Background: an optimization exercise with open tools, aiming at small area and a short achievable clock period. Do not read the settings as production practice.
No run shown here included a check of the RTL's function; only the layout flow was run.
No activity file was given, so power comes from the tool's default toggle rates.

## flow/design.v (module list and top-level ports; edited modules follow where they fit)
// module mult_cell: 4 lines
// module mult_ha: 4 lines
// module mult_buf: 3 lines
// module mult_inv: 3 lines
// module mult_nand2: 3 lines
// module mult_nor2: 3 lines
// module mult_orpn: 3 lines
// module mult_andpn: 3 lines
// module mult_aoi21b: 3 lines
// module mult_oai21b: 3 lines
// module mult_aoi21: 3 lines
// module mult_oai21: 3 lines
// module mult_man: 1831 lines
module mult_man (
  input clk, input rstn, input data_rdy,
  input [16:0] mult1_signed, input [16:0] mult2_signed,
  output [31:0] res, output [33:0] res_signed, output res_rdy, output [32:0] res_final);
  // ...
==> flow/flow/run.sh <==
#!/bin/bash
# The standard layout (standard.sh) with two changes:
# - the port buffers that buffer_ports inserts are sky130_fd_sc_hd__buf_2 cells (resized later as
#   needed) instead of the delay cell buffer_ports picks by itself; every port still gets one;
# - ABC maps the design's small gate modules for a 1 fF load instead of 5 fF, so that it does
#   not pick x2/x4 drive strengths for single gates (the resizer upsizes where timing needs it).
set -euo pipefail
bash standard.sh 'BUFFER_PORTS_ARGS=-buffer_cell sky130_fd_sc_hd__buf_2' ABC_LOAD_IN_FF=1 finish > standard_flow.log 2>&1
==> flow/standard.sh <==
#!/bin/bash
# synth_recipe.tcl (not shown) runs the flow's synth.tcl, then flattens the netlist and writes it again
# the make line also repeats each setting of config.mk as NAME=value (left out here)
make -C /OpenROAD-flow-scripts/flow DESIGN_CONFIG=/design/flow/config.mk WORK_HOME=/design/flow/orfs CLKGATE_MAP_FILE= SYNTH_SCRIPT=/design/flow/synth_recipe.tcl "${@:-finish}"
==> flow/config.mk <==
export PLATFORM = sky130hd
export DESIGN_NAME = mult_man
export DESIGN_NICKNAME = mult_man
export VERILOG_FILES = /design/flow/design.v
export SDC_FILE = /design/flow/constraint.sdc
export NUM_CORES = 4
export LEC_CHECK = 0
export CAP_MARGIN = 20
export CORE_MARGIN = 2
export CORE_UTILIZATION = 40
export CTS_BUF_LIST = sky130_fd_sc_hd__clkbuf_16
export CTS_CLUSTER_DIAMETER = 80
export CTS_CLUSTER_SIZE = 30
export SETUP_SLACK_MARGIN = 2.45
export SLEW_MARGIN = 20
export SYNTH_HIERARCHICAL = 1
export TNS_END_PERCENT = 0
==> flow/constraint.sdc <==
create_clock -name core_clock -period 4.5 [get_ports {clk}]
set_input_delay 0.9000 -clock core_clock [delete_from_list [all_inputs] [get_ports {clk}]]
set_output_delay 0.9000 -clock core_clock [all_outputs]
set_load 0.01 [all_outputs]
==> results.sh, run 1 <==
export IMPL_top_layer_used="met4"
export IMPL_syn_area_per_cell_um2=9.62
export IMPL_timing_hold_ws_ps=339
export IMPL_outcome="finished clean"
export IMPL_top_area_cell_class="multi-input gates"
export IMPL_power_share_combinational_pct=51.0
export IMPL_ys_flop_type="dfxtp_1"
export IMPL_wl_met2_um=13600
export IMPL_synthSimpleGateAreaFrac_pct=15.1
export IMPL_largest_register="rs_q"
export IMPL_dpl_cell_area_mm2=0.0163
export IMPL_cts_tree="yes"
export IMPL_reg2reg_from="p1_two1_0"
export IMPL_slew_headroom_pct=33.9
export IMPL_globalRouteOverflowTotal=0
export IMPL_min_period_over_period_pct=46.5
export IMPL_dr_pass1_iters=6
export IMPL_grt_max_degree=40
export IMPL_period_needed_ps=2090
export IMPL_synth_top_area_share_pct=25.3
export IMPL_clock_root_buffer="clkbuf_16"
export IMPL_top_usage_layer="met2"
export IMPL_end_kind="flip-flop"
export IMPL_diodes=0
export IMPL_yosysUniqueCellTypes=56
export IMPL_die_x_um=202
export IMPL_drv_cap=0
export IMPL_worst_pin_slew_ps=990
export IMPL_largestRegisters="rs_q (33), r_q (31)"
==> inputs of run 2 (changes only) <==
--- a/flow/config.mk
+++ b/flow/config.mk
@@ -9,7 +9,4 @@
 export CORE_MARGIN = 2
 export CORE_UTILIZATION = 40
-export CTS_BUF_LIST = sky130_fd_sc_hd__clkbuf_16
-export CTS_CLUSTER_DIAMETER = 80
-export CTS_CLUSTER_SIZE = 30
 export SETUP_SLACK_MARGIN = 2.45
 export SLEW_MARGIN = 20
==> run 2 against run 1 <==
Combinational power is essentially flat; global-route usage decreased by 0.13 points; setup slack worse by 50 ps; flip-flop and latch count unchanged; sequential power hardly changed; wire length is 0.88% higher; die area unchanged; maximum frequency fell by 2.3%; design area increased by 2.4%; synthesized cell count is the same; clock skew decreased by 28 ps.
==> results.sh, run 2 <==
export IMPL_largestRegisters="rs_q (33), r_q (31)"
export IMPL_drive_above_1_share_pct=19.5
export IMPL_grt_pass1_wl_um=51700
export IMPL_worst_pin_slew_ps=995
export IMPL_synth_edf_count=0
export IMPL_die_height_um=202
export IMPL_required_ps=4910
export IMPL_globalRouteOverflowTotal=0
export IMPL_cts_hold_buf=0
export IMPL_crit_fanout=8
export IMPL_area_growth_syn_to_layout_pct=16.2
export IMPL_numCtsBuffers=28
export IMPL_die_x_um=202
export IMPL_ys_flop_type="dfxtp_1"
export IMPL_yosysWarnings=7
export IMPL_min_period_over_period_pct=47.6
export IMPL_path_clk_slew_ps=60
export IMPL_async_flop_share_pct=25.7
export IMPL_max_freq_ghz=0.467
export IMPL_slew_headroom_pct=33.6
export IMPL_vdd_ir_drop_max_mv=0.329
export IMPL_htreeDepth=1
export IMPL_yosysMostFrequentCell="xor2_1"
export IMPL_ios=137
export IMPL_seq_area_frac_synth_pct=36.2
export IMPL_antenna_left=0
export IMPL_insertion_delay_ps=540
export IMPL_timing_hold_ws_ps=325
export IMPL_vias=10597
export IMPL_skew_ps=9.20
export IMPL_grt_pass1_vias=10212
export IMPL_syn_area_per_cell_um2=9.62
export IMPL_antenna_found_initial=1
export IMPL_diodes=0
export IMPL_grtUsageTotal_pct=15.2
export IMPL_worstHoldPathType="reg -> reg"
export IMPL_end_kind="flip-flop"
export IMPL_drv_slew=0
export IMPL_clockBufferDepth=3
export IMPL_nets=1868
export IMPL_cts_tree="yes"
export IMPL_clock_sinks=265
export IMPL_period_needed_ps=2140
export IMPL_outcome="finished clean"
export IMPL_fin_cells=2260
export IMPL_start_util_pct=40.5
export IMPL_reg2reg_slack_ps=2390
export IMPL_critical_path_class="in -> reg"
export IMPL_cellPowerDensity_mw_per_mm2=692
export IMPL_wl_per_cell_um=14.1
export IMPL_std_cell_rows=72
export IMPL_rsz0062_at_grt="true"
export IMPL_finalSetupViolations=0
export IMPL_post_place_ws_ps=1630
export IMPL_fill_cells=3693
export IMPL_initialDrtViolationCount=569
export IMPL_synth_top_area_share_pct=25.3
export IMPL_yosys_top_cells_count="xor2_1, dfxtp_1, nor2_1"
export IMPL_ys_ff_latch=265
export IMPL_critical_path_startpoint_type="input port"
export IMPL_core_mm2=0.0386
export IMPL_dr_pass1_iters=5
export IMPL_ys_top_cells_by_area="dfxtp_1, fa_1, xor2_1"
export IMPL_utilization_pct=47.1
export IMPL_synth_nets=1771
export IMPL_dieArea_mm2=0.0406
export IMPL_largest_register="rs_q"
export IMPL_tns_ps=0
export IMPL_mostFrequentLayoutCell="xor2_1"
export IMPL_place_inst=2158
export IMPL_gp_congestion=0.906
export IMPL_drc_errors=0
export IMPL_hold_path_depth=0
export IMPL_final_hold_viol_count=0
export IMPL_dp_hpwl_um=24700
export IMPL_routed_wl_um=31900
export IMPL_power_leakage_uw=0.00776
export IMPL_worstRegToRegCells=5
export IMPL_crit_arrival_ps=2550
export IMPL_final_cell_mix="xor2_1, dfxtp_1, nor2_1, buf_2, a22oi_1"
export IMPL_finalWorstSetupSlack_ps=2360
export IMPL_io_buffers=135
export IMPL_synth_top_area_cell="dfxtp_1"
export IMPL_drv_cap=0
export IMPL_largest_reg_flops=33
export IMPL_yosysUniqueCellTypes=56
export IMPL_via_per_inst=4.69
export IMPL_clock_root_buffer="clkbuf_16"
export IMPL_syn_area_mm2=0.0156
export IMPL_syn_inst=1623
export IMPL_grt_max_degree=40
## run 2: changes by cell type in the layout (fill, tap and decap cells not counted), sizes merged
cell,previous run,this run
buf,168,186
clkbuf,23,44
clkinvlp,0,3
inv,91,85
xor2,234,235
## run 2: final timing paths
check | startpoint | endpoint
min in group asynchronous | rstn | r_q[12]
hold reg to reg | p2_c1_0 | p3_h1_0
setup reg to reg | p1_neg3_0 | p2_c14_2
max in group asynchronous | rstn | rs_q[26]
setup / recovery | mult2_signed[0] | p1_two5_0
hold / removal | p2_c1_0 | p3_h1_0
## run 2: cells by family (layout without fill, tap and decap cells)
family	after synthesis	in the layout	synth area share, %
compound gates	248	248	10.7
xor+xnor	303	304	17.4
fa+ha+maj	111	111	14.1
buf+inv	207	325	6.34
flops	265	265	36.2
mux	2	2	0.160
other cells	1	1	0.0240
simple gates	486	486	15.1
## run 2: timing repair
item	in CTS	in global routing
pin swaps	7	17
endpoints found under the setup margin	122	99
gates cloned	0	1
setup buffers	7	42
resized for setup	53	74
## run 2: per-module statistics from Yosys, one instance, submodules excluded
module	area (um2)	cells	flip-flops and latches	times used
mult_ha	12.5	1	0	3
mult_man	11500	1103	265	1
mult_nor2	3.75	1	0	93
mult_andpn	6.26	1	0	61
mult_inv	3.75	1	0	75
mult_orpn	6.26	1	0	36
mult_aoi21	5.00	1	0	32
mult_cell	20.0	1	0	108
mult_nand2	3.75	1	0	73
mult_aoi21b	7.51	1	0	6
mult_oai21	5.00	1	0	25
mult_oai21b	7.51	1	0	8
## run 2: routing by layer
layer  routed length (um)  vias up  track usage [%]
met4                  698        0             4.18
met1                16000     4927             22.3
met2                13700      263             23.4
li1                     -     5354                -
met3                 1610       53             1.90
met5                    0        -                0
## run 2: area by class of cell
| type | count | area, um2 | share of cell area [%] |
|---|---|---|---|
| clock inverter | 10 | 83.8 | 0.462 |
| sequential | 265 | 5740 | 31.6 |
| clock buffer | 42 | 855 | 4.71 |
| inverter | 85 | 319 | 1.76 |
| tap | 518 | 648 | 3.57 |
| timing repair buffer | 188 | 1240 | 6.82 |
| multi-input combinational | 1152 | 9260 | 51.0 |
## run 2: power by group
part	internal, uW	switching (uW)
logic	2910	3220
clock network	1360	892
registers	3380	799
total	7650	4910
## run 2: per-stage QoR
stage	power [uW]	cell area (um2)
detailed placement	10000	16300
CTS	12400	17500
finish	12600	18100
global route	13600	18100
global placement	9890	16300
floorplan	8480	15700
## run 2: worst max-delay path, cell delays in order
cell and delay (ps):
buf_8 100, nor2_4 130, nand2_4 110, nor2_4 230
nand2b_1 130, nand2_4 90, xor2_4 210, buf_12 140
mux2i_1 60, a221oi_1 320, o2bb2ai_1 120

-- re-timing with driven ports --
Ports are ideal in the flow. The routed layouts listed here were re-timed in OpenROAD. Step 1, drivers: a clkbuf_16 drives clk and a buf_2 each remaining input, both assumed. Step 2 also shifts input and output timing later by t, the mid clock arrival at the registers, as if the neighbouring blocks saw the same clock. Three values: no drivers, after step 1, after step 2; two values: the first two.
run | shift t [ns] | setup WS [ns] | worst hold slack (ns) | worst setup path after step 2
run 1 | 0.555 | 2.409 / 2.409 / 1.934 | 0.339 / 0.339 / 0.339 | input to register
run 2 | 0.587 | 2.360 / 2.372 / 1.785 | 0.325 / 0.325 / 0.325 | input to register
After both steps setup and hold are still met in every run listed. The setup slack of run 2, which loses most, moves by +0.012 ns with the drivers and by -0.575 ns with both steps.
